Background: an optimization exercise with open tools, aiming at small area and a short achievable clock period. Do not read the settings as production practice. Where RTL was checked, it was by simulation tests only, not by an equivalence proof against the original. Only the layout flow was run in runs 2 to 6; the RTL was not checked for function there. Power is estimated from default activity; no workload was simulated.

[flow/run.sh]
#!/bin/bash
# synth_recipe.tcl (not shown) runs the flow's synth.tcl, then flattens the netlist and writes it again
# the make line also repeats each setting of config.mk as NAME=value (left out here)
make -C /OpenROAD-flow-scripts/flow DESIGN_CONFIG=/design/flow/config.mk WORK_HOME=/design/flow/orfs CLKGATE_MAP_FILE= SYNTH_SCRIPT=/design/flow/synth_recipe.tcl finish
[flow/config.mk]
export PLATFORM = sky130hd
export DESIGN_NAME = fadd_sub
export DESIGN_NICKNAME = fadd_sub
export VERILOG_FILES = /design/flow/design.v
export SDC_FILE = /design/flow/constraint.sdc
export NUM_CORES = 4
export LEC_CHECK = 0
export CAP_MARGIN = 20
export CORE_MARGIN = 2
export CORE_UTILIZATION = 40
export SLEW_MARGIN = 20
[flow/constraint.sdc]
create_clock -name core_clock -period 12.0 [get_ports {clk_i}]
set_input_delay 2.4000 -clock core_clock [delete_from_list [all_inputs] [get_ports {clk_i}]]
set_output_delay 2.4000 -clock core_clock [all_outputs]
set_load 0.01 [all_outputs]
[flow/design.v]
/*verilator lint_off UNUSEDSIGNAL*/
/*verilator lint_off MULTITOP*/
/*verilator lint_off WIDTH*//*verilator lint_off LATCH*/
module fadd_sub(
  input logic        clk_i,
  input logic [31:0] operand_a,
  input logic [31:0] operand_b,
  output logic[31:0] result_o
);
  logic [7:0]  a_exponent, b_exponent;             
  logic [7:0]  result_exponent;
  logic [23:0] a_mantissa, b_mantissa;             
  logic [24:0] result_mantissa;
  logic        a_sign, b_sign, result_sign;        
  logic [23:0] tmp_mantissa;
  logic [7:0]  in_e, out_e;
  logic [24:0] in_m, out_m;
  logic [7:0]  diff;
always_ff@(posedge(clk_i))
begin
  a_sign <= operand_a[31];
  b_sign <= operand_b[31];
  if(operand_a[30:23]==0)
    begin
      a_exponent <= (operand_a[22:0] != 0)? 8'b00000001 : 8'b00000000;
      a_mantissa <= {1'b0,operand_a[22:0]};
    end
  else
    begin
      a_exponent <= operand_a[30:23];
      a_mantissa <= {1'b1,operand_a[22:0]};
    end
  if(operand_b[30:23]==0)
    begin
      b_exponent <= (operand_b[22:0] != 0)? 8'b00000001 : 8'b00000000;
      b_mantissa <= {1'b0,operand_b[22:0]};
    end
  else
    begin
      b_exponent <= operand_b[30:23];
      b_mantissa <= {1'b1,operand_b[22:0]};
    end
end
always_comb
begin
  diff         = 8'd0;
  tmp_mantissa = 24'd0;
  if(a_exponent == b_exponent)
    begin
      result_exponent = a_exponent;
      if(a_sign == b_sign)                                                     
        begin
          result_sign           = a_sign;
          result_mantissa       = a_mantissa + b_mantissa;
        end
      else                                                                    
        begin
          if(a_mantissa > b_mantissa)
            begin
              result_sign     = a_sign;
              result_mantissa = a_mantissa - b_mantissa;
            end
          else
            begin
              result_sign     = b_sign;
              result_mantissa = b_mantissa - a_mantissa;
            end
        end
    end
  else                                                                               
    begin
      if(a_exponent > b_exponent)
        begin
          result_sign     = a_sign;
          result_exponent = a_exponent;
          diff            = a_exponent - b_exponent;
          tmp_mantissa    = b_mantissa >> diff;
          if(a_sign == b_sign)
            result_mantissa = a_mantissa + tmp_mantissa;
          else
            result_mantissa = a_mantissa - tmp_mantissa;
        end
      else
        begin
          result_sign      = b_sign;
          result_exponent  = b_exponent;
          diff             = b_exponent - a_exponent;
          tmp_mantissa     = a_mantissa >> diff;
          if(a_sign == b_sign)
            result_mantissa  = b_mantissa + tmp_mantissa;
          else
            result_mantissa  = b_mantissa - tmp_mantissa;
        end
    end
  if(result_mantissa[24]==1)
    begin
      result_exponent = result_exponent + 8'd1;
      result_mantissa = result_mantissa >> 1;
    end
  result_o = {result_sign, result_exponent, result_mantissa[22:0]};
end
endmodule
==> run_results.csv, run 1 <==
group,metric,value,unit
clocking,numClockSinks,66,
power_and_ir_drop,power.static_leakage,6.71,nW
power_and_ir_drop,max-vdd-ir-drop,0.000123,V
placed_design,port-buffer-count,96,
worst_setup_path,cpLargestDelayFamily,"simple AND/OR/NAND/NOR gates",
grt,grt_usage,31.0,%
sta,share_of_the_clock_period_used_by_the_worst_path_after_layout,94.9,%
die,initial_utilization,40.5,%
layout,fraction_of_final_layout_cells_sized_beyond_drive_strength_1,8.07,%
layout,layout_common_cells,"nand2_1 (168), a21oi_1 (167), nor2_1 (150), ha_1 (139), o21ai_0 (129)",
worst_setup_path,crit_path_top_delay_cell,"ha_1",
placed_design,placed_cell_area,15200,sq um
route,route.final.wire_length,57.1,mm
die,fp.dieW,191,microns
route,vias,15241,
grt,grt_start_max_net_pins,57,
sta,setup-tns-final,0,ps
synth,yosysUniqueCellTypes,82,
power_and_ir_drop,fin_total_pwr,2.27,mW
synth,yosys_reg_bits,66,
die,row_count,68,
sta,final-hold-violation-count,0,
synth,seq_area_frac_synth,9.47,%
layout,final_cell_count_no_fill,2388,
synth,post_synthesis_cell_area,13900,sq um
run,cap_viol_max_count,0,
power_and_ir_drop,power_density_over_the_cells,146,nW/um^2
route,ant_nets,0,
clocking,maximum_clock_path_buffer_count,2,
route,drt-vias-per-instance,6.38,
placed_design,preCtsSetupSlack,1170,ps
placed_design,numPlacedInstances,2373,
layout,layout.nets,2141,
clocking,cts_setup_buffers,0,
route,remaining_drc_errors,0,
sta,whs,2490,ps
worst_setup_path,critPathKind,"reg2out",
clocking,cts_tree,"yes",
grt,number_of_global_route_vias_before_repair,14025,
die,die_h,191,microns
worst_setup_path,timing.critical_path.fanout_max,21,
synth,postSynth.asyncResetShare,0,%
synth,synth.area.mux_share,14.9,%
clocking,cts_max_level,3,
layout,mostFrequentLayoutCell,"nand2_1",
clocking,postCtsHoldBufs,0,
worst_setup_path,worst_path_largest_cell_delay,830,ps
worst_hold_path,hp-class,"in2reg",
clocking,clk_pin_slew_worst_paths,60,ps
sta,max-slew-margin-rel,25.0,%
worst_setup_path,capturing_element_type_of_the_critical_path,"output pin",
synth,post_synth_inst_count,1914,
sta,fin_crit,11390,ps
synth,synth_warnings,1,
synth,synth_area_per_cell,7.29,sq um
synth,synth-compound-area-share,29.0,%
worst_setup_path,worst_path_most_repeated_cell,"ha_1",
worst_setup_path,worstSetupStartpoint,"a_exponent[2]",
route,initialDrtViolationCount,1830,
synth,synthesized_area_fraction_occupied_by_adder_cells,13.6,%
worst_setup_path,worst-endpoint-required,9600,ps
sta,setup_viol,0,
placed_design,finalWeightedCongestion,0.987,
die,placeableCoreArea,34500,sq um
worst_setup_path,crit_buf_inv,3,
clocking,cts_resized,0,
synth,synthSimpleGateAreaFrac,19.9,%
die,ios,97,
run_status,result_of_the_run,"complete, no violations",
sta,drv_slew,0,
clocking,root_buffer,"clkbuf_16",
sta,maxClockFrequency,87.8,MHz
route,first_pass_iters,7,
synth,synth-edff-count,0,
sta,fin_ws,608,ps
synth,syn_nets,2126,
sta,grt_setup_unrepaired,"no",
worst_hold_path,worst_hold_startpoint,"operand_b[31]",
route,route.detailed.wl_per_inst,23.9,microns
worst_setup_path,timing.critical_path.arrival,8990,ps
layout,finish.instance_area,15500,sq um
worst_setup_path,critical_path.startpoint_type,"flop",
die,die_ar,36400,sq um
placed_design,post-dp-hpwl,45.3,mm
synth,synthFlopType,"dfxtp_1",
grt,wire_length_of_the_first_global_routing_pass,86.0,mm
layout,antenna-diode-count,0,
layout,final_core_util,45.1,%
layout,area_growth,11.4,%
sta,max_slew.worst_pin.slew,1110,ps
grt,antenna_found_initial,0,
grt,overflow,0,
synth,synth_top_family_by_area,"compound AO/OA/AOI/OAI gates",
synth,post_synth_xor_area_fraction,6.48,%
clocking,cts_buffers,9,
==> cells in the mapped netlist, types with 6 or more instances <==
cell	instances	share of area, %
a211oi_1	31	1.7
a21boi_0	7	0.38
a21o_1	55	3.0
a21oi_1	168	6.0
a22oi_1	7	0.38
a311oi_1	6	0.38
a31o_2	7	0.44
a31oi_1	30	1.3
a41oi_1	8	0.50
and2_1	17	0.76
and3_1	12	0.54
buf_1	16	0.43
buf_2	15	0.54
buf_4	9	0.48
clkbuf_1	79	2.1
dfxtp_1	66	9.5
fa_1	7	1.0
ha_1	140	13
inv_1	110	3.0
mux2_2	33	2.7
mux2i_1	101	7.2
mux4_2	29	4.7
nand2_1	168	4.5
nand2b_1	17	0.76
nand3_1	47	1.7
nand4_1	14	0.63
nor2_1	151	4.1
nor2b_1	16	0.72
nor3_1	49	1.8
nor4_1	26	1.2
o2111ai_1	6	0.38
o211ai_1	33	1.8
o21a_1	14	0.75
o21ai_0	129	4.6
o21bai_1	17	0.91
o22ai_1	7	0.31
o311ai_0	8	0.50
o31a_1	7	0.44
o31ai_1	23	1.2
or2_2	16	0.72
or3_1	15	0.67
or4_1	7	0.38
xnor2_1	54	3.4
xor2_1	46	2.9
==> flip-flops by register name, summed over array words and instances, names as in the netlist <==
| name | cells |
|---|---|
| a_mantissa | 24 |
| b_mantissa | 24 |
| a_exponent | 8 |
| b_exponent | 8 |
| a_sign | 1 |
| b_sign | 1 |
==> final timing paths <==
check                      to  cells past startpoint  slack [ps]
hold / removal         b_sign                      1        2490
setup / recovery  result_o[4]                     27         610
==> power breakdown <==
part | internal (mW) | switching (mW)
Combinational | 0.738 | 0.988
Clock | 0.171 | 0.104
Sequential | 0.231 | 0.0377
Total | 1.14 | 1.13
==> cell families after synthesis <==
logic type | Yosys count
AO/OA/AOI/OAI | 623
XOR/XNOR | 101
adder cells (fa/ha/maj) | 147
buffers and inverters | 230
flip-flops | 66
multiplexers | 167
AND/OR/NAND/NOR | 580
==> area by class of cell <==
type | instances | area (sq um)
fillers | 3493 | 18900
multi-input cells | 1618 | 11800
flip-flops and latches | 66 | 1320
repair buffers | 124 | 1170
well taps | 455 | 569
inverters | 110 | 413
clock buffers | 11 | 253
clock inverters | 4 | 51.3
==> per-layer routing <==
metal	global-route usage, %	vias to the layer above	share of wire (%)
li1	-	7112	-
met1	42.7	7111	43
met2	45.4	849	41
met3	6.07	169	9.6
met4	16.2	0	6.0
met5	0	-	0
==> run 2, diff against run 1 <==
==> flow/design.v (replaced) <==
module fadd_sub(
  input  logic        clk_i,
  input  logic [31:0] operand_a,
  input  logic [31:0] operand_b,
  output logic [31:0] result_o
);
  logic        za, zb;             
  logic        a_gt_b;             
  logic [7:0]  ea1, eb1;           
  logic [8:0]  dab, dba;
  logic [7:0]  d;                  
  logic        big_sign, sub;
  logic [7:0]  big_exp;
  logic [23:0] big_man, small_man;
  logic [23:0] sh1, sh2, sh4;
  assign za = (operand_a[30:23] == 8'd0);
  assign zb = (operand_b[30:23] == 8'd0);
  assign a_gt_b = operand_a[30:0] > operand_b[30:0];
  assign ea1 = {operand_a[30:24], operand_a[23] | za};
  assign eb1 = {operand_b[30:24], operand_b[23] | zb};
  assign dab = {1'b0, ea1} - {1'b0, eb1};
  assign dba = {1'b0, eb1} - {1'b0, ea1};
  assign d   = dab[8] ? dba[7:0] : dab[7:0];
  assign sub      = operand_a[31] ^ operand_b[31];
  assign big_sign = a_gt_b ? operand_a[31] : operand_b[31];
  assign big_exp  = a_gt_b ? {operand_a[30:24], operand_a[23] | (za & (operand_a[22:0] != 0))}
                           : {operand_b[30:24], operand_b[23] | (zb & (operand_b[22:0] != 0))};
  assign big_man   = a_gt_b ? {~za, operand_a[22:0]} : {~zb, operand_b[22:0]};
  assign small_man = a_gt_b ? {~zb, operand_b[22:0]} : {~za, operand_a[22:0]};
  assign sh1 = d[0] ? {1'b0, small_man[23:1]} : small_man;
  assign sh2 = d[1] ? {2'b0, sh1[23:2]}       : sh1;
  assign sh4 = d[2] ? {4'b0, sh2[23:4]}       : sh2;
  logic        r_sign, r_sub, r_zero;
  logic [1:0]  r_d;
  logic [7:0]  r_exp;
  logic [23:0] r_big, r_small;
  always_ff @(posedge clk_i) begin
    r_sign  <= big_sign;
    r_sub   <= sub;
    r_exp   <= big_exp;
    r_big   <= big_man;
    r_small <= sh4;
    r_d     <= d[4:3];
    r_zero  <= (d[7:5] != 3'd0) | (d[4] & d[3]);
  end
  logic [23:0] sh8, sh16, y;
  logic [24:0] rm;
  logic        norm;
  assign sh8  = r_d[0] ? {8'b0,  r_small[23:8]}  : r_small;
  assign sh16 = r_d[1] ? {16'b0, sh8[23:16]}     : sh8;
  assign y    = r_zero ? 24'd0 : sh16;
  assign rm   = r_sub ? {1'b0, r_big} - {1'b0, y} : {1'b0, r_big} + {1'b0, y};
  assign norm = rm[24];
  assign result_o = {r_sign,
                     norm ? r_exp + 8'd1 : r_exp,
                     norm ? rm[23:1] : rm[22:0]};
endmodule
==> run_results.csv, run 2 <==
group,metric,value,unit
die,ios,97,
synth,synthMostInstantiatedCell,"nand2_1",
die,fp.dieW,134,microns
power_and_ir_drop,power_density_over_the_cells,224,nW/um^2
worst_setup_path,capturing_element_type_of_the_critical_path,"output pin",
synth,synth_top_cells_by_area,"dfxtp_1 (18%), ha_1 (12%), mux4_2 (7.7%)",
route,drt-vias-per-instance,5.54,
sta,drv_slew,0,
placed_design,post-dp-hpwl,15.6,mm
grt,antenna_found_initial,0,
sta,whs,2670,ps
clocking,cts_resized,0,
die,die_ar,17900,sq um
worst_hold_path,hp-class,"in2reg",
clocking,maximum_clock_path_buffer_count,2,
synth,synthSimpleGateAreaFrac,17.4,%
worst_hold_path,holdPathEnd,"r_sub",
grt,grt_start_max_net_pins,63,
clocking,numClockSinks,61,
clocking,cts_tree,"yes",
route,remaining_drc_errors,0,
sta,max_slew.worst_pin.slew,987,ps
synth,post_synth_xor_area_fraction,6.63,%
layout,layout.nets,1033,
synth,synth-edff-count,0,
sta,fin_crit,8480,ps
placed_design,port-buffer-count,96,
sta,maxClockFrequency,118,MHz
sta,setup_viol,0,
synth,yosys_reg_bits,61,
clocking,postCtsHoldBufs,0,
synth,postSynth.asyncResetShare,0,%
run_status,result_of_the_run,"complete, no violations",
synth,synth_area_leader_cell,"dfxtp_1",
route,initialDrtViolationCount,514,
route,first_pass_iters,5,
sta,grt_setup_unrepaired,"no",
power_and_ir_drop,power.static_leakage,3.34,nW
grt,overflow,0,
power_and_ir_drop,max-vdd-ir-drop,0.000186,V
worst_hold_path,worst_hold_startpoint,"operand_a[31]",
sta,max-slew-margin-rel,34.1,%
worst_hold_path,hold_depth,2,
route,route.detailed.wl_per_inst,16.6,microns
synth,yosysUniqueCellTypes,72,
synth,seq_area_frac_synth,18.1,%
worst_setup_path,worst-endpoint-required,9600,ps
synth,synthFlopType,"dfxtp_1",
synth,synth_common_cells,"nand2_1 (98), ha_1 (65), inv_1 (64)",
route,ant_nets,0,
die,die_h,134,microns
die,row_count,47,
worst_setup_path,critPathKind,"reg2out",
clocking,cts_max_level,3,
layout,mostFrequentLayoutCell,"nand2_1",
route,vias,6230,
run,cap_viol_max_count,0,
synth,post_synth_inst_count,829,
grt,number_of_global_route_vias_before_repair,5717,
clocking,root_buffer,"clkbuf_16",
sta,setup-tns-final,0,ps
layout,layout_common_cells,"nand2_1 (98), clkdlybuf4s50_1 (96), ha_1 (65), inv_1 (64), dfxtp_1 (61)",
grt,wire_length_of_the_first_global_routing_pass,29.8,mm
route,route.final.wire_length,18.7,mm
layout,antenna-diode-count,0,
layout,fraction_of_final_layout_cells_sized_beyond_drive_strength_1,9.28,%
worst_setup_path,critical_path.startpoint_type,"flop",
synth,yosysTopAreaCellShare,18.1,%
synth,synth-compound-area-share,22.5,%
clocking,cts_setup_buffers,0,
synth,synth_warnings,1,
die,placeableCoreArea,16500,sq um
layout,area_growth,20.1,%
sta,share_of_the_clock_period_used_by_the_worst_path_after_layout,70.7,%
placed_design,finalWeightedCongestion,0.894,
synth,synthesized_area_fraction_occupied_by_adder_cells,12.9,%
synth,post_synthesis_cell_area,6750,sq um
grt,grt_usage,20.7,%
clocking,cts_buffers,9,
die,initial_utilization,40.9,%
sta,final-hold-violation-count,0,
layout,top_regs,"r_big: 24 flops, r_small: 24 flops, r_exp: 8 flops",
synth,synth_top_family_by_area,"compound AO/OA/AOI/OAI gates",
clocking,clk_pin_slew_worst_paths,50,ps
worst_setup_path,timing.critical_path.fanout_max,34,
synth,synth_area_per_cell,8.14,sq um
worst_setup_path,timing.critical_path.arrival,6080,ps
synth,syn_nets,962,
synth,synth.area.mux_share,15.7,%
run 2: changes by cell type in the layout (fill, tap and decap cells not counted), sizes merged, moves of 29 or more:
cell   change
ha        -75
mux2i     -71
a21o      -37
inv       -46
xor2      -31
o21ai     -76
nor2      -96
a21oi    -121
nor3      -38
nand3     -31
nand2     -69
a22oi     +29
run 2: power breakdown:
part | switching [mW] | internal (mW)
combinational | 0.618 | 0.658
sequential | 0.0548 | 0.255
clock | 0.0892 | 0.140
run 2: worst max-delay path: stages, from the launching register on:
cell             delay [ps]
dfxtp_1                 970
nor2b_1                 300
a2bb2oi_1               230
nor2_1                  110
nor4_2                  500
and3_1                  300
and4_1                  240
nor2_1                   70
xor2_1                  170
ha_1                    390
a21oi_1                 230
o211ai_1                160
a21o_1                  200
a21oi_1                 130
o21a_1                  180
o31ai_4                 100
xnor2_4                 160
buf_4                   390
nand4_1                 180
xnor2_1                 160
clkdlybuf4s50_1         560
run 2: cell type report:
| class | count | area, sq um |
|---|---|---|
| Fill cell | 1611 | 8420 |
| Multi-Input combinational cell | 662 | 5090 |
| Sequential cell | 61 | 1220 |
| Timing Repair Buffer | 102 | 1010 |
| Tap cell | 220 | 275 |
| Inverter | 64 | 240 |
| Clock buffer | 9 | 225 |
| Clock inverter | 7 | 52.6 |
run 2: worst max path at each step:
| stage | startpoint | end | cells after the start |
|---|---|---|---|
| final | r_d[0] | result_o[28] | 20 |
| after global routing | r_d[0] | result_o[26] | 20 |
| after CTS | r_d[0] | result_o[28] | 20 |
| after detailed placement | r_d[0] | result_o[28] | 20 |
| after global placement | r_d[0] | result_o[28] | 20 |
| after floorplan | r_d[0] | result_o[11] | 21 |
run 2: cells by family (layout without fill, tap and decap cells):
| family | after synthesis | after routing |
|---|---|---|
| and+or+nand+nor | 249 | 249 |
| AOI/OAI and AO/OA | 223 | 223 |
| buffers and inverters | 106 | 182 |
| muxes | 73 | 73 |
| adders and majority gates | 68 | 68 |
| DFF | 61 | 61 |
| xor gates and xnor gates | 49 | 49 |
run 2: metrics by stage:
step,area (sq um),cells,power (mW),worst slack (ps),util [%]
after floorplan,6750,829,1.17,5250,-
after global placement,7830,1109,1.59,3990,47.4
after detailed placement,7830,1109,1.59,3880,47.4
after CTS,8110,1125,1.82,3530,49.1
after global routing,8110,1125,1.96,2970,49.1
final,8110,1125,1.81,3520,49.1
run 2: metal layers:
| metal | routed length (microns) | GRT usage (%) | vias up |
|---|---|---|---|
| li1 | - | - | 3160 |
| met1 | 9450 | 31.2 | 2868 |
| met4 | 266 | 5.56 | 0 |
| met3 | 868 | 1.70 | 16 |
| met2 | 8130 | 31.7 | 186 |
| met5 | 0 | 0 | - |
==> run 3, diff against run 2 <==
==> flow/design.v (replaced) <==
module fadd_sub(
  input  logic        clk_i,
  input  logic [31:0] operand_a,
  input  logic [31:0] operand_b,
  output logic [31:0] result_o
);
  logic        za, zb;             
  logic        a_gt_b;             
  logic [7:0]  ea1, eb1;           
  logic [8:0]  dab, dba;
  logic [7:0]  d;                  
  logic        zero;               
  logic [23:0] big_man, small_man;
  logic [23:0] sh1, sh2, sh4, sh8, sh16;
  assign za = (operand_a[30:23] == 8'd0);
  assign zb = (operand_b[30:23] == 8'd0);
  assign a_gt_b = operand_a[30:0] > operand_b[30:0];
  assign ea1 = {operand_a[30:24], operand_a[23] | za};
  assign eb1 = {operand_b[30:24], operand_b[23] | zb};
  assign dab = {1'b0, ea1} - {1'b0, eb1};
  assign dba = {1'b0, eb1} - {1'b0, ea1};
  assign d   = dab[8] ? dba[7:0] : dab[7:0];
  assign zero = (d[7:5] != 3'd0) | (d[4] & d[3]);
  assign big_man   = a_gt_b ? {~za, operand_a[22:0]} : {~zb, operand_b[22:0]};
  assign small_man = a_gt_b ? {~zb, operand_b[22:0]} : {~za, operand_a[22:0]};
  assign sh1  = d[0] ? {1'b0,  small_man[23:1]} : small_man;
  assign sh2  = d[1] ? {2'b0,  sh1[23:2]}       : sh1;
  assign sh4  = d[2] ? {4'b0,  sh2[23:4]}       : sh2;
  assign sh8  = d[3] ? {8'b0,  sh4[23:8]}       : sh4;
  assign sh16 = d[4] ? {16'b0, sh8[23:16]}      : sh8;
  logic        r_sign, r_sub;
  logic [7:0]  r_exp;
  logic [23:0] r_big, r_small;
  always_ff @(posedge clk_i) begin
    r_sign  <= a_gt_b ? operand_a[31] : operand_b[31];
    r_sub   <= operand_a[31] ^ operand_b[31];
    r_exp   <= a_gt_b ? {operand_a[30:24], operand_a[23] | (za & (operand_a[22:0] != 0))}
                      : {operand_b[30:24], operand_b[23] | (zb & (operand_b[22:0] != 0))};
    r_big   <= big_man;
    r_small <= zero ? 24'd0 : sh16;
  end
  logic [25:0] s;
  logic        norm;
  assign s    = {1'b0, r_big, r_sub} + {1'b0, r_small ^ {24{r_sub}}, r_sub};
  assign norm = s[25] & ~r_sub;
  assign result_o = {r_sign,
                     norm ? r_exp + 8'd1 : r_exp,
                     norm ? s[24:2] : s[23:1]};
endmodule
--- a/flow/config.mk
+++ b/flow/config.mk
@@ -8,4 +8,5 @@
 export CAP_MARGIN = 20
 export CORE_MARGIN = 2
 export CORE_UTILIZATION = 40
+export SETUP_SLACK_MARGIN = 5
 export SLEW_MARGIN = 20
==> run_results.csv, run 3 <==
group,metric,value,unit
clocking,cts_buffers,9,
route,route.final.wire_length,22.7,mm
layout,antenna-diode-count,0,
layout,top_regs,"r_big: 24 flops, r_small: 24 flops, r_exp: 8 flops",
sta,share_of_the_clock_period_used_by_the_worst_path_after_layout,55.6,%
synth,synth-edff-count,0,
synth,post_synth_inst_count,890,
layout,fillerInstances,1730,
grt,overflow,0,
grt,number_of_global_route_vias_before_repair,6363,
grt,grt_most_used_layer,"met2",
die,initial_utilization,40.4,%
run,cap_viol_max_count,0,
synth,yosysTopAreaCellShare,16.8,%
worst_setup_path,critical_path.startpoint_type,"flop",
clocking,numClockSinks,58,
grt,grt_util_met1,35.5,%
power_and_ir_drop,power_density_over_the_cells,157,nW/um^2
grt,global_route_track_usage_on_met3,3.52,%
power_and_ir_drop,max-vdd-ir-drop,0.000109,V
synth,synth_warnings,1,
synth,synthFlopType,"dfxtp_1",
route,drt-vias-per-instance,5.93,
clocking,cts_tree,"yes",
synth,synth_area_per_cell,7.77,sq um
clocking,maximum_clock_path_buffer_count,2,
synth,synthMostInstantiatedCell,"nand2_1",
sta,drv_slew,0,
route,initialDrtViolationCount,571,
synth,synth_area_leader_cell,"dfxtp_1",
layout,layout.nets,1092,
grt,grt_usage,24.5,%
placed_design,port-buffer-count,96,
placed_design,preCtsSetupSlack,4850,ps
synth,seq_area_frac_synth,16.8,%
clocking,clk_pin_slew_worst_paths,50,ps
grt,grtUsageMet2,37.3,%
route,remaining_drc_errors,0,
synth,yosysUniqueCellTypes,82,
route,first_pass_iters,6,
clocking,cts_max_level,3,
die,placeableCoreArea,17100,sq um
route,route.detailed.wl_per_inst,19.0,microns
die,die_ar,18400,sq um
synth,synth_common_cells,"nand2_1 (93), o21ai_0 (81), nor2_1 (72)",
worst_setup_path,timing.critical_path.fanout_max,34,
die,row_count,48,
placed_design,post-dp-hpwl,18.3,mm
placed_design,finalWeightedCongestion,0.915,
sta,fin_ws,5330,ps
sta,maxClockFrequency,150,MHz
sta,setup_viol,0,
synth,postSynth.asyncResetShare,0,%
sta,max_slew.worst_pin.slew,1170,ps
clocking,cts_setup_buffers,0,
sta,final-hold-violation-count,0,
route,vias,7054,
layout,layout_common_cells,"clkdlybuf4s50_1 (96), nand2_1 (93), o21ai_0 (81), nor2_1 (72), ha_1 (64)",
grt,antenna_found_initial,4,
die,ios,97,
worst_hold_path,hp-class,"in2reg",
die,die_h,136,microns
layout,area_growth,20.5,%
worst_setup_path,worst-endpoint-required,9600,ps
sta,fin_crit,6670,ps
layout,fraction_of_final_layout_cells_sized_beyond_drive_strength_1,9.22,%
layout,mostFrequentLayoutCell,"clkdlybuf4s50_1",
synth,synth_top_cells_by_area,"dfxtp_1 (17%), ha_1 (12%), o21ai_0 (5.9%)",
synth,yosys_reg_bits,58,
worst_setup_path,critPathKind,"reg2out",
synth,post_synthesis_cell_area,6920,sq um
grt,grt_start_max_net_pins,45,
synth,syn_nets,1021,
worst_setup_path,timing.critical_path.arrival,4270,ps
sta,max-slew-margin-rel,21.5,%
power_and_ir_drop,power.static_leakage,3.41,nW
route,ant_nets,0,
sta,grt_setup_unrepaired,"yes",
grt,wire_length_of_the_first_global_routing_pass,35.1,mm
clocking,root_buffer,"clkbuf_16",
worst_setup_path,capturing_element_type_of_the_critical_path,"output pin",
die,fp.dieW,136,microns
run_status,result_of_the_run,"complete, no violations",
sta,setup-tns-final,0,ps
-- run 3: changes by cell type after synthesis, sizes merged, moves of 14 or more --
cell   previous run  this run
mux2i            30        15
xnor2            33        19
nor2             55        73
a22oi            36         7
xor2             16        38
o22ai             2        19
o21ai            56        81
-- run 3: cell type report --
class	count	area, sq um	share of cell area [%]
sequential	58	1160	13.9
clock buffer	10	229	2.75
clock inverter	5	56.3	0.675
tap	225	282	3.38
multi-input combinational	734	5380	64.6
inverter	55	210	2.52
timing repair buffer	103	1020	12.2
-- run 3: logic make-up after synthesis --
kind of cell / share of synthesized area, %
and+or+nand+nor: 20.4
DFF: 16.8
adders and majority gates: 12.2
muxes: 11.0
buffers and inverters: 5.88
xor gates and xnor gates: 7.33
AOI/OAI and AO/OA: 26.4
-- run 3: layer usage --
metal / vias to the layer above / routed length (microns)
li1: 3487 / -
met1: 3197 / 10500
met2: 320 / 9800
met3: 48 / 1710
met4: 2 / 617
met5: - / 8
-- run 3: per-stage QoR --
stage	area (sq um)	hold WS (ps)	std cells	total power, mW	utilization (%)
floorplan	6920	2490	890	0.772	-
global placement	8020	3000	1174	1.06	46.9
detailed placement	8020	3000	1174	1.06	46.9
CTS	8310	2660	1189	1.31	48.6
global route	8340	2710	1190	1.41	48.7
finish	8340	2680	1190	1.31	48.7
-- run 3: report_power, final --
group	internal, mW	switching [mW]
combinational	0.393	0.444
clock	0.158	0.0808
sequential	0.220	0.0144
total	0.771	0.539
-- run 3: critical path, cell delays in order (launching register included) --
cell,delay [ps]
dfxtp_1,320
buf_6,290
xor2_1,190
ha_1,320
a211oi_1,220
o21ai_0,140
a221oi_2,420
nor4_1,130
o21ai_0,420
a311o_1,630
mux2_2,400
clkdlybuf4s50_1,470
-- run 3: path summary, 6_finish.rpt --
check,cells past startpoint,slack [ps],endpoint,startpoint
min,3,2680,r_sign,operand_b[31]
max,11,5330,result_o[9],r_sub
-- run 3: what timing repair did --
| item | CTS | global route |
|---|---|---|
| gates resized for setup | 1 | 5 |
| cloned | 0 | 1 |
| setup endpoints to repair | 25 | 32 |
| hold buffers | 0 | 0 |
| pin swaps | 1 | 1 |
| hold endpoints to repair | 0 | 0 |
==> run 4, diff against run 3 <==
==> flow/flow/run.sh (new file) <==
#!/bin/bash
# Own layout flow: the standard ORFS flow (standard.sh), with two changes:
#  - ports are buffered with sky130_fd_sc_hd__buf_1 (which repair may upsize)
#    instead of the clkdlybuf4s50_1 that buffer_ports picks by default;
#  - repair_timing aims for a setup slack margin of MARGIN ns.
# Every tool's output goes to the ORFS logs under orfs/logs and to standard.log.
set -euo pipefail
MARGIN=$(cat flow/margin 2>/dev/null || echo 5)
export BUFFER_PORTS_ARGS="-buffer_cell sky130_fd_sc_hd__buf_1"
bash standard.sh SETUP_SLACK_MARGIN=$MARGIN finish > standard.log 2>&1
==> flow/flow/margin (new file) <==
5
==> flow/standard.sh (new file) <==
#!/bin/bash
# synth_recipe.tcl (not shown) runs the flow's synth.tcl, then flattens the netlist and writes it again
# the make line also repeats each setting of config.mk as NAME=value (left out here)
make -C /OpenROAD-flow-scripts/flow DESIGN_CONFIG=/design/flow/config.mk WORK_HOME=/design/flow/orfs CLKGATE_MAP_FILE= SYNTH_SCRIPT=/design/flow/synth_recipe.tcl "${@:-finish}"
--- a/flow/config.mk
+++ b/flow/config.mk
@@ -8,5 +8,4 @@
 export CAP_MARGIN = 20
 export CORE_MARGIN = 2
 export CORE_UTILIZATION = 40
-export SETUP_SLACK_MARGIN = 5
 export SLEW_MARGIN = 20
removed: flow/run.sh
==> run_results.csv, run 4 <==
group,metric,value,unit
placed_design,finalWeightedCongestion,0.935,
layout,final_cell_count_no_fill,1190,
synth,yosysUniqueCellTypes,82,
worst_setup_path,worst_path_most_repeated_cell,"o21ai_0",
clocking,clk_pin_slew_worst_paths,50,ps
route,ant_nets,0,
route,vias,7104,
die,fp.dieW,136,microns
synth,synthMostInstantiatedCell,"nand2_1",
die,row_count,48,
worst_setup_path,worst-endpoint-required,9600,ps
clocking,cts_resized,1,
worst_hold_path,hp-class,"in2reg",
clocking,cts_buffers,9,
layout,fraction_of_final_layout_cells_sized_beyond_drive_strength_1,8.81,%
sta,share_of_the_clock_period_used_by_the_worst_path_after_layout,54.7,%
layout,antenna-diode-count,0,
synth,synth-edff-count,0,
layout,layout.nets,1091,
placed_design,port-buffer-count,96,
placed_design,preCtsSetupSlack,5250,ps
layout,area_growth,11.5,%
power_and_ir_drop,power_density_over_the_cells,157,nW/um^2
worst_setup_path,critical_path.startpoint_type,"flop",
synth,post_synth_inst_count,890,
sta,maxClockFrequency,152,MHz
synth,synth_warnings,1,
clocking,root_buffer,"clkbuf_16",
worst_setup_path,critical_path_cell_count,13,
sta,setup_viol,0,
route,route.detailed.wl_per_inst,18.5,microns
die,die_ar,18400,sq um
synth,yosysTopAreaCellShare,16.8,%
grt,grt_start_max_net_pins,66,
placed_design,post-dp-hpwl,17.8,mm
sta,grt_setup_unrepaired,"no",
power_and_ir_drop,max-vdd-ir-drop,0.000101,V
synth,synth_top_cells_by_area,"dfxtp_1 (17%), ha_1 (12%), o21ai_0 (5.9%)",
route,first_pass_iters,5,
synth,synth_area_leader_cell,"dfxtp_1",
layout,mostFrequentLayoutCell,"buf_1",
clocking,cts_setup_buffers,0,
worst_hold_path,hold_depth,2,
grt,number_of_global_route_vias_before_repair,6435,
run,cap_viol_max_count,0,
die,ios,97,
synth,post_synthesis_cell_area,6920,sq um
die,initial_utilization,40.4,%
worst_setup_path,worst_path_largest_cell_delay,590,ps
layout,top_regs,"r_big: 24 flops, r_small: 24 flops, r_exp: 8 flops",
sta,fin_crit,6560,ps
power_and_ir_drop,power.static_leakage,3.15,nW
placed_design,numPlacedInstances,1174,
synth,seq_area_frac_synth,16.8,%
synth,syn_nets,1021,
synth,synth_common_cells,"nand2_1 (93), o21ai_0 (81), nor2_1 (72)",
worst_setup_path,critPathKind,"reg2out",
power_and_ir_drop,fin_total_pwr,1.21,mW
sta,final-hold-violation-count,0,
worst_setup_path,timing.critical_path.arrival,4160,ps
clocking,numClockSinks,58,
run_status,result_of_the_run,"complete, no violations",
worst_setup_path,capturing_element_type_of_the_critical_path,"output pin",
die,placeableCoreArea,17100,sq um
worst_setup_path,timing.critical_path.fanout_max,33,
route,initialDrtViolationCount,505,
synth,synth_area_per_cell,7.77,sq um
route,remaining_drc_errors,0,
grt,antenna_found_initial,2,
clocking,postCtsHoldBufs,0,
sta,max-slew-margin-rel,30.0,%
sta,fin_ws,5440,ps
worst_setup_path,crit_buf_inv,2,
worst_setup_path,path_cells,"buf_4 > xor2_1 > ha_1 > a211oi_1 > o21ai_0 > a221oi_1 > nor4_1 > o21ai_0 > a311o_2 > nor2_1 > nand3_1 > xnor2_1 > buf_1",
route,drt-vias-per-instance,5.97,
worst_setup_path,cpLargestDelayFamily,"compound AO/OA/AOI/OAI gates",
layout,layout_common_cells,"buf_1 (96), nand2_1 (93), o21ai_0 (81), nor2_1 (72), ha_1 (64)",
synth,synthFlopType,"dfxtp_1",
clocking,cts_max_level,3,
grt,overflow,0,
clocking,maximum_clock_path_buffer_count,2,
sta,drv_slew,0,
grt,wire_length_of_the_first_global_routing_pass,34.7,mm
grt,grt_usage,23.9,%
route,route.final.wire_length,22.0,mm
worst_setup_path,crit_path_top_delay_cell,"a221oi_1",
layout,final_core_util,45.1,%
clocking,cts_tree,"yes",
sta,max_slew.worst_pin.slew,1040,ps
synth,postSynth.asyncResetShare,0,%
die,die_h,136,microns
synth,yosys_reg_bits,58,
sta,setup-tns-final,0,ps
==> run 4: cell counts after synthesis <==
Identical to the previous run, type by type.
==> run 4: final timing paths <==
path,end,start,slack (ps)
worst max-delay path,result_o[28],r_sub,5440
worst min-delay path,r_sub,operand_b[31],2320
==> run 4: area by class of cell <==
cell class | instances | area, sq um
clock buffer | 11 | 233
clock inverter | 5 | 55.1
fill | 1772 | 9400
inverter | 55 | 206
multi-input combinational | 733 | 5360
sequential | 58 | 1160
tap | 225 | 282
timing repair buffer | 103 | 413
==> run 4: per-layer routing <==
layer / vias to the layer above / GRT usage, % / wire, microns
li1: 3460 / - / -
met1: 3278 / 34.1 / 10100
met2: 320 / 37.7 / 9630
met3: 44 / 2.99 / 1760
met4: 2 / 7.58 / 553
met5: - / 0 / 10
==> run 4: cell families after synthesis <==
logic type	count (synthesis)	synth area share, %
multiplexers	55	11.0
buffers and inverters	99	5.88
XOR/XNOR	57	7.33
AND/OR/NAND/NOR	289	20.4
AO/OA/AOI/OAI	266	26.4
flip-flops	58	16.8
adder cells (fa/ha/maj)	66	12.2
==> run 4: stage by stage <==
step / area (sq um) / hold WS [ps]
3_5_place_dp: 7420 / 2630
6_report: 7710 / 2320
2_1_floorplan: 6920 / 2490
3_3_place_gp: 7420 / 2630
4_1_cts: 7710 / 2320
5_1_grt: 7710 / 2340
==> run 4: power breakdown <==
group / internal, mW / switching (mW) / leakage [nW]
logic: 0.292 / 0.441 / 2.53
registers: 0.220 / 0.0140 / 0.481
clock network: 0.159 / 0.0810 / 0.136
==> run 5, diff against run 4 <==
==> flow/flow/margin (replaced) <==
7
==> run_results.csv, run 5 <==
group,metric,value,unit
run_status,result_of_the_run,"complete, no violations",
synth,post_synth_inst_count,890,
layout,fillerInstances,1349,
power_and_ir_drop,clock_power_share,16.2,%
sta,setup-tns-final,0,ps
layout,area_growth,56.3,%
route,remaining_drc_errors,0,
synth,synth_top_cells_by_area,"dfxtp_1 (17%), ha_1 (12%), o21ai_0 (5.9%)",
placed_design,finalWeightedCongestion,0.926,
synth,postSynth.asyncResetShare,0,%
layout,antenna-diode-count,0,
die,ios,97,
worst_setup_path,timing.critical_path.fanout_max,6,
clocking,cts_buffers,9,
placed_design,preCtsSetupSlack,5170,ps
clocking,postCtsHoldBufs,0,
grt,grt_usage,28.5,%
sta,max-slew-margin-rel,58.4,%
grt,number_of_global_route_vias_before_repair,7451,
die,placeableCoreArea,17100,sq um
route,route.final.wire_length,28.1,mm
die,die_h,136,microns
synth,yosysUniqueCellTypes,82,
clocking,cts_tree,"yes",
route,ant_nets,0,
die,fp.dieW,136,microns
route,route.detailed.wl_per_inst,20.8,microns
sta,drv_slew,0,
sta,maxClockFrequency,176,MHz
power_and_ir_drop,seq_power_share,14.3,%
grt,antenna_found_initial,1,
synth,synth_warnings,1,
sta,max_slew.worst_pin.slew,619,ps
route,first_pass_iters,6,
worst_setup_path,worst-endpoint-required,9600,ps
layout,top_regs,"r_big: 24 flops, r_small: 24 flops, r_exp: 8 flops",
synth,yosys_reg_bits,58,
synth,synth-edff-count,0,
synth,synthMostInstantiatedCell,"nand2_1",
sta,grt_setup_unrepaired,"yes",
route,initialDrtViolationCount,852,
worst_hold_path,hp-class,"in2reg",
power_and_ir_drop,power_density_over_the_cells,154,nW/um^2
power_and_ir_drop,power.static_leakage,4.61,nW
power_and_ir_drop,p_int,0.951,mW
worst_setup_path,critPathKind,"reg2out",
route,drt-vias-per-instance,6.10,
die,row_count,48,
power_and_ir_drop,share_comb_of_total_power,69.5,%
clocking,clk_pin_slew_worst_paths,50,ps
power_and_ir_drop,power.switching_fraction,42.8,%
synth,synth_area_per_cell,7.77,sq um
placed_design,post-dp-hpwl,18.0,mm
layout,fraction_of_final_layout_cells_sized_beyond_drive_strength_1,40.7,%
sta,fin_crit,5700,ps
clocking,cts_max_level,3,
grt,wire_length_of_the_first_global_routing_pass,41.0,mm
sta,share_of_the_clock_period_used_by_the_worst_path_after_layout,47.5,%
die,initial_utilization,40.4,%
grt,grt_start_max_net_pins,22,
synth,synth_area_leader_cell,"dfxtp_1",
clocking,root_buffer,"clkbuf_16",
run,cap_viol_max_count,0,
synth,yosysTopAreaCellShare,16.8,%
synth,syn_nets,1021,
clocking,numClockSinks,58,
sta,setup_viol,0,
synth,synthFlopType,"dfxtp_1",
die,die_ar,18400,sq um
synth,synth_common_cells,"nand2_1 (93), o21ai_0 (81), nor2_1 (72)",
worst_setup_path,critical_path.startpoint_type,"flop",
synth,post_synthesis_cell_area,6920,sq um
grt,overflow,0,
layout,mostFrequentLayoutCell,"buf_4",
power_and_ir_drop,max-vdd-ir-drop,0.000100,V
layout,layout.nets,1255,
route,vias,8253,
layout,layout_common_cells,"buf_4 (123), nand2_1 (71), nor2_1 (62), o21ai_0 (58), dfxtp_1 (57)",
placed_design,port-buffer-count,96,
synth,seq_area_frac_synth,16.8,%
clocking,maximum_clock_path_buffer_count,2,
worst_setup_path,capturing_element_type_of_the_critical_path,"output pin",
sta,final-hold-violation-count,0,
sta,fin_ws,6300,ps
power_and_ir_drop,power_switching,0.712,mW
worst_setup_path,timing.critical_path.arrival,3300,ps
## run 5: area by class of cell
cell class	count	area [sq um]	share of cell area, %
clock buffer	11	243	2.24
clock inverter	5	77.6	0.717
inverter	55	241	2.23
multi-input combinational	739	6680	61.7
sequential	58	1160	10.8
tap	225	282	2.60
timing repair buffer	261	2130	19.7
## run 5: per-stage QoR
stage | instances | hold slack, ps | instance area, sq um | utilization [%] | power [mW]
4_1_cts | 1319 | 2300 | 10100 | 58.8 | 1.50
3_3_place_gp | 1174 | 2640 | 7760 | 45.3 | 1.04
2_1_floorplan | 890 | 2490 | 7360 | - | 0.860
3_5_place_dp | 1174 | 2640 | 7760 | 45.3 | 1.04
5_1_grt | 1354 | 2330 | 10800 | 63.2 | 1.76
6_report | 1354 | 2310 | 10800 | 63.2 | 1.66
## run 5: worst paths after layout
check / from / endpoint / slack [ps] / cells past startpoint
worst max-delay path: r_sub / result_o[30] / 6300 / 15
worst min-delay path: operand_a[31] / r_sub / 2310 / 2
## run 5: timing repair
item | CTS | global route
cloned | 10 | 3
pin swaps | 69 | 58
buffers inserted | 119 | 32
endpoints found under the setup margin | 88 | 65
resized for setup | 206 | 117
## run 5: routing by layer
layer  vias to the layer above  GRT usage (%)  part of all wire (%)
li1                       3797              -                     -
met1                      3797           37.9                    40
met2                       526           46.0                    46
met3                       133           4.00                   8.7
met4                         0           12.9                   5.3
met5                         -              0                     0
## run 5: critical path: stages, from the launching register on
cell	delay, ps
dfxtp_4	380
clkbuf_16	170
xor2_1	160
ha_1	370
nand3_2	130
nor2_4	150
a221oi_2	70
buf_4	160
nor4_4	200
o21ai_4	120
a311o_2	400
buf_12	170
nor2_4	110
nand3_2	110
xnor2_2	140
buf_2	130
## run 5: cells by family (layout without fill, tap and decap cells)
group / Yosys count / in the layout / share of synthesized area [%]
and+or+nand+nor: 289 / 291 / 20.4
AOI/OAI and AO/OA: 266 / 268 / 26.4
buffers and inverters: 99 / 332 / 5.88
adders and majority gates: 66 / 66 / 12.2
DFF: 58 / 58 / 16.8
xor gates and xnor gates: 57 / 59 / 7.33
muxes: 55 / 55 / 11.0
## run 5: power groups by stage
stage	registers (mW)	clock network, mW	logic, mW
after floorplan	0.234	0	0.626
after CTS	0.237	0.271	0.995
after global routing	0.240	0.282	1.23
after global placement	0.239	0	0.799
after detailed placement	0.239	0	0.799
final	0.237	0.270	1.16
==> run 6, diff against run 5 <==
==> flow/design.v (replaced) <==
module fadd_sub(input logic clk_i, input logic [31:0] operand_a, input logic [31:0] operand_b, output logic [31:0] result_o);
  logic [31:0] A, B;
  assign A = operand_a;
  assign B = operand_b;
  logic        za, zb;
  logic        a_gt_b;
  logic [7:0]  ea1, eb1;
  logic [8:0]  dab, dba;
  logic [7:0]  d;
  logic        big_sign, sub, zero;
  logic [7:0]  big_exp;
  logic [23:0] big_man, small_man;
  logic [23:0] sh1, sh2, sh4, sh8, sh16, y;
  logic [24:0] rm;
  logic        norm;
  logic [31:0] f;
  assign za = (A[30:23] == 8'd0);
  assign zb = (B[30:23] == 8'd0);
  assign a_gt_b = A[30:0] > B[30:0];
  assign ea1 = {A[30:24], A[23] | za};
  assign eb1 = {B[30:24], B[23] | zb};
  assign dab = {1'b0, ea1} - {1'b0, eb1};
  assign dba = {1'b0, eb1} - {1'b0, ea1};
  assign d   = dab[8] ? dba[7:0] : dab[7:0];
  assign zero = (d[7:5] != 3'd0) | (d[4] & d[3]);
  assign sub      = A[31] ^ B[31];
  assign big_sign = a_gt_b ? A[31] : B[31];
  assign big_exp  = a_gt_b ? {A[30:24], A[23] | (za & (A[22:0] != 0))}
                           : {B[30:24], B[23] | (zb & (B[22:0] != 0))};
  assign big_man   = a_gt_b ? {~za, A[22:0]} : {~zb, B[22:0]};
  assign small_man = a_gt_b ? {~zb, B[22:0]} : {~za, A[22:0]};
  assign sh1  = d[0] ? {1'b0, small_man[23:1]} : small_man;
  assign sh2  = d[1] ? {2'b0, sh1[23:2]}       : sh1;
  assign sh4  = d[2] ? {4'b0, sh2[23:4]}       : sh2;
  assign sh8  = d[3] ? {8'b0, sh4[23:8]}       : sh4;
  assign sh16 = d[4] ? {16'b0, sh8[23:16]}     : sh8;
  assign y    = zero ? 24'd0 : sh16;
  assign rm   = sub ? {1'b0, big_man} - {1'b0, y} : {1'b0, big_man} + {1'b0, y};
  assign norm = rm[24];
  assign f = {big_sign, norm ? big_exp + 8'd1 : big_exp, norm ? rm[23:1] : rm[22:0]};
  always_ff @(posedge clk_i) result_o <= f;
endmodule
==> flow/run.sh (new file) <==
#!/bin/bash
# synth_recipe.tcl (not shown) runs the flow's synth.tcl, then flattens the netlist and writes it again
# the make line also repeats each setting of config.mk as NAME=value (left out here)
make -C /OpenROAD-flow-scripts/flow DESIGN_CONFIG=/design/flow/config.mk WORK_HOME=/design/flow/orfs CLKGATE_MAP_FILE= SYNTH_SCRIPT=/design/flow/synth_recipe.tcl finish
removed: flow/flow/run.sh
removed: flow/flow/margin
removed: flow/standard.sh
==> run_results.csv, run 6 <==
group,metric,value,unit
clocking,cts_resized,0,
synth,syn_nets,1149,
synth,synth_common_cells,"nand2_1 (123), nor2_1 (76), a21oi_1 (73)",
route,vias,7945,
grt,overflow,0,
placed_design,finalWeightedCongestion,0.984,
synth,yosysTopAreaCellShare,10.9,%
synth,yosys_reg_bits,32,
die,fp.dieW,140,microns
clocking,numClockSinks,32,
run,cap_viol_max_count,0,
die,ios,97,
layout,area_growth,18.0,%
route,initialDrtViolationCount,686,
die,placeableCoreArea,18100,sq um
clocking,cts_setup_buffers,0,
grt,grt_start_max_net_pins,39,
synth,synth_area_per_cell,7.32,sq um
worst_setup_path,worst-endpoint-required,12160,ps
sta,max-slew-margin-rel,31.9,%
sta,setup-tns-final,0,ps
clocking,root_buffer,"clkbuf_16",
worst_setup_path,timing.critical_path.fanout_max,35,
placed_design,post-dp-hpwl,21.4,mm
sta,final-hold-violation-count,0,
synth,seq_area_frac_synth,8.62,%
grt,number_of_global_route_vias_before_repair,7477,
layout,final_core_util,48.5,%
clocking,clk_pin_slew_worst_paths,50,ps
sta,max_slew.worst_pin.slew,1020,ps
sta,share_of_the_clock_period_used_by_the_worst_path_after_layout,93.5,%
grt,wire_length_of_the_first_global_routing_pass,41.2,mm
synth,post_synth_inst_count,1016,
die,initial_utilization,41.1,%
run_status,result_of_the_run,"complete, no violations",
route,remaining_drc_errors,0,
layout,largest_reg_flops,32,
grt,antenna_found_initial,0,
sta,drv_slew,0,
worst_hold_path,hp-class,"in2reg",
power_and_ir_drop,max-vdd-ir-drop,0.0000714,V
power_and_ir_drop,power.static_leakage,3.62,nW
synth,synth_area_leader_cell,"ha_1",
worst_hold_path,worst_hold_startpoint,"operand_b[31]",
power_and_ir_drop,power_density_over_the_cells,192,nW/um^2
placed_design,port-buffer-count,96,
route,route.detailed.wl_per_inst,19.9,microns
layout,fraction_of_final_layout_cells_sized_beyond_drive_strength_1,8.78,%
route,drt-vias-per-instance,6.01,
worst_setup_path,worst_path_most_repeated_cell,"nand2_1",
sta,maxClockFrequency,89.1,MHz
synth,synth_top_cells_by_area,"ha_1 (11%), dfxtp_1 (8.6%), mux2i_1 (6.3%)",
layout,layout_common_cells,"nand2_1 (123), clkdlybuf4s50_1 (96), nor2_1 (76), a21oi_1 (73), ha_1 (65)",
worst_setup_path,worstSetupStartpoint,"operand_b[27]",
die,row_count,49,
worst_setup_path,worst_path_largest_cell_delay,820,ps
worst_setup_path,capturing_element_type_of_the_critical_path,"flop",
synth,synth_warnings,1,
layout,layout.nets,1227,
worst_setup_path,critical_path.startpoint_type,"input pin",
clocking,maximum_clock_path_buffer_count,2,
synth,synth-edff-count,0,
die,die_h,140,microns
sta,grt_setup_unrepaired,"no",
sta,fin_crit,11220,ps
layout,top_regs,"result_o: 32 flops",
grt,grt_usage,26.2,%
synth,yosysUniqueCellTypes,85,
sta,setup_viol,0,
route,first_pass_iters,7,
synth,synthFlopType,"dfxtp_1",
layout,fillerInstances,1840,
clocking,postCtsHoldBufs,0,
worst_setup_path,crit_path_top_delay_cell,"xnor2_4",
synth,synthMostInstantiatedCell,"nand2_1",
route,route.final.wire_length,26.4,mm
worst_setup_path,critPathKind,"in2reg",
layout,mostFrequentLayoutCell,"nand2_1",
synth,post_synthesis_cell_area,7430,sq um
layout,largest_register,"result_o",
worst_setup_path,timing.critical_path.arrival,11390,ps
clocking,cts_max_level,2,
clocking,cts_buffers,5,
clocking,cts_tree,"yes",
synth,postSynth.asyncResetShare,0,%
layout,antenna-diode-count,0,
die,die_ar,19700,sq um
route,ant_nets,0,
run 6: changes by cell type after synthesis, sizes merged, moves of 21 or more:
cell | previous run | this run
mux2i | 15 | 48
dfxtp | 58 | 32
nand2b | 5 | 32
a21oi | 42 | 74
nand2 | 93 | 125
xor2 | 38 | 17
run 6: cell families (layout without fill, tap and decap cells):
| kind of cell | Yosys count | after routing | share of synthesized area (%) |
|---|---|---|---|
| muxes | 92 | 92 | 15.0 |
| DFF | 32 | 32 | 8.62 |
| AOI/OAI and AO/OA | 292 | 292 | 26.5 |
| and+or+nand+nor | 362 | 362 | 24.5 |
| adders and majority gates | 68 | 68 | 11.7 |
| buffers and inverters | 117 | 195 | 7.09 |
| xor gates and xnor gates | 53 | 53 | 6.60 |
run 6: per-stage QoR:
| stage | area, sq um | setup WS (ps) | hold slack [ps] | total power [mW] | std cells |
|---|---|---|---|---|---|
| 3_5_place_dp | 8620 | 329 | 3050 | 1.55 | 1316 |
| 2_1_floorplan | 7430 | 2570 | 2500 | 1.20 | 1016 |
| 5_1_grt | 8770 | 13.7 | 2790 | 1.84 | 1323 |
| 3_3_place_gp | 8620 | 549 | 3060 | 1.53 | 1316 |
| 6_report | 8770 | 780 | 2770 | 1.69 | 1323 |
| 4_1_cts | 8770 | 602 | 2760 | 1.69 | 1323 |
run 6: worst paths after layout:
check	end	depth (start not counted)
worst max-delay path	result_o[3]	32
worst min-delay path	result_o[31]	3
run 6: layer usage:
metal	track usage, %	vias to the layer above	wire length, microns
li1	-	3903	-
met1	36.8	3651	12000
met5	0	-	0
met4	8.67	0	840
met2	41.4	347	11500
met3	3.73	44	2030
run 6: power breakdown:
part	switching, mW	internal, mW
registers	0.0115	0.170
clock network	0.0409	0.0866
logic	0.756	0.621
run 6: final cells by class:
type                            instances  area [sq um]  share of cell area (%)
Clock buffer                            7           153                    1.74
Tap cell                              229           287                    3.27
Timing Repair Buffer                  127          1190                    13.6
Sequential cell                        32           641                    7.30
Multi-Input combinational cell        867          6270                    71.5
Inverter                               61           229                    2.61
run 6: worst max-delay path, delay by kind of cell:
family | cells | cell delay (ps)
adder cells (fa/ha/maj) | 3 | 1260
AND/OR/NAND/NOR | 11 | 2520
XOR/XNOR | 2 | 890
AO/OA/AOI/OAI | 11 | 2660
buffers and inverters | 2 | 590
multiplexers | 3 | 1050

-- what the ideal ports hide --
The results above use ideal ports. As a check the final layouts listed here were re-extracted and re-timed, cells and wires unchanged.
Step 1 assumes that a clkbuf_16 drives the clock port and a buf_2 every other input.
Step 2 moves the port delays by t, midway between the first and last clock arrival at a register: inputs arrive t later, outputs are due t later. That takes back most of the time a late clock gives input paths.
Slacks: ideal / step 1 / step 2; pairs: ideal / step 1.
run | t (ns) | setup slack, ns | worst setup path at the end | clock arrival spread, ns | worst slew at a driven data input, ns
run 1 | 0.397 | 0.608 / 0.562 / 0.959 | register to output | 0.016 / 0.017 | 0.05
run 2 | 0.359 | 3.520 / 3.480 / 3.839 | register to output | 0.009 / 0.009 | 0.05
run 3 | 0.352 | 5.327 / 5.291 / 5.016 | input to register | 0.008 / 0.008 | 0.04
run 4 | 0.349 | 5.441 / 5.404 / 5.408 | input to register | 0.007 / 0.007 | 0.04
run 5 | 0.359 | 6.303 / 6.263 / 6.137 | input to register | 0.004 / 0.005 | 0.06
run 6 | 0.311 | 0.780 / 0.794 / 0.483 | input to register | 0.003 / 0.002 | 0.05
After both steps every run listed still meets setup and hold. The setup slack of run 3, which loses most, moves by -0.036 ns with the drivers and by -0.311 ns with both steps.
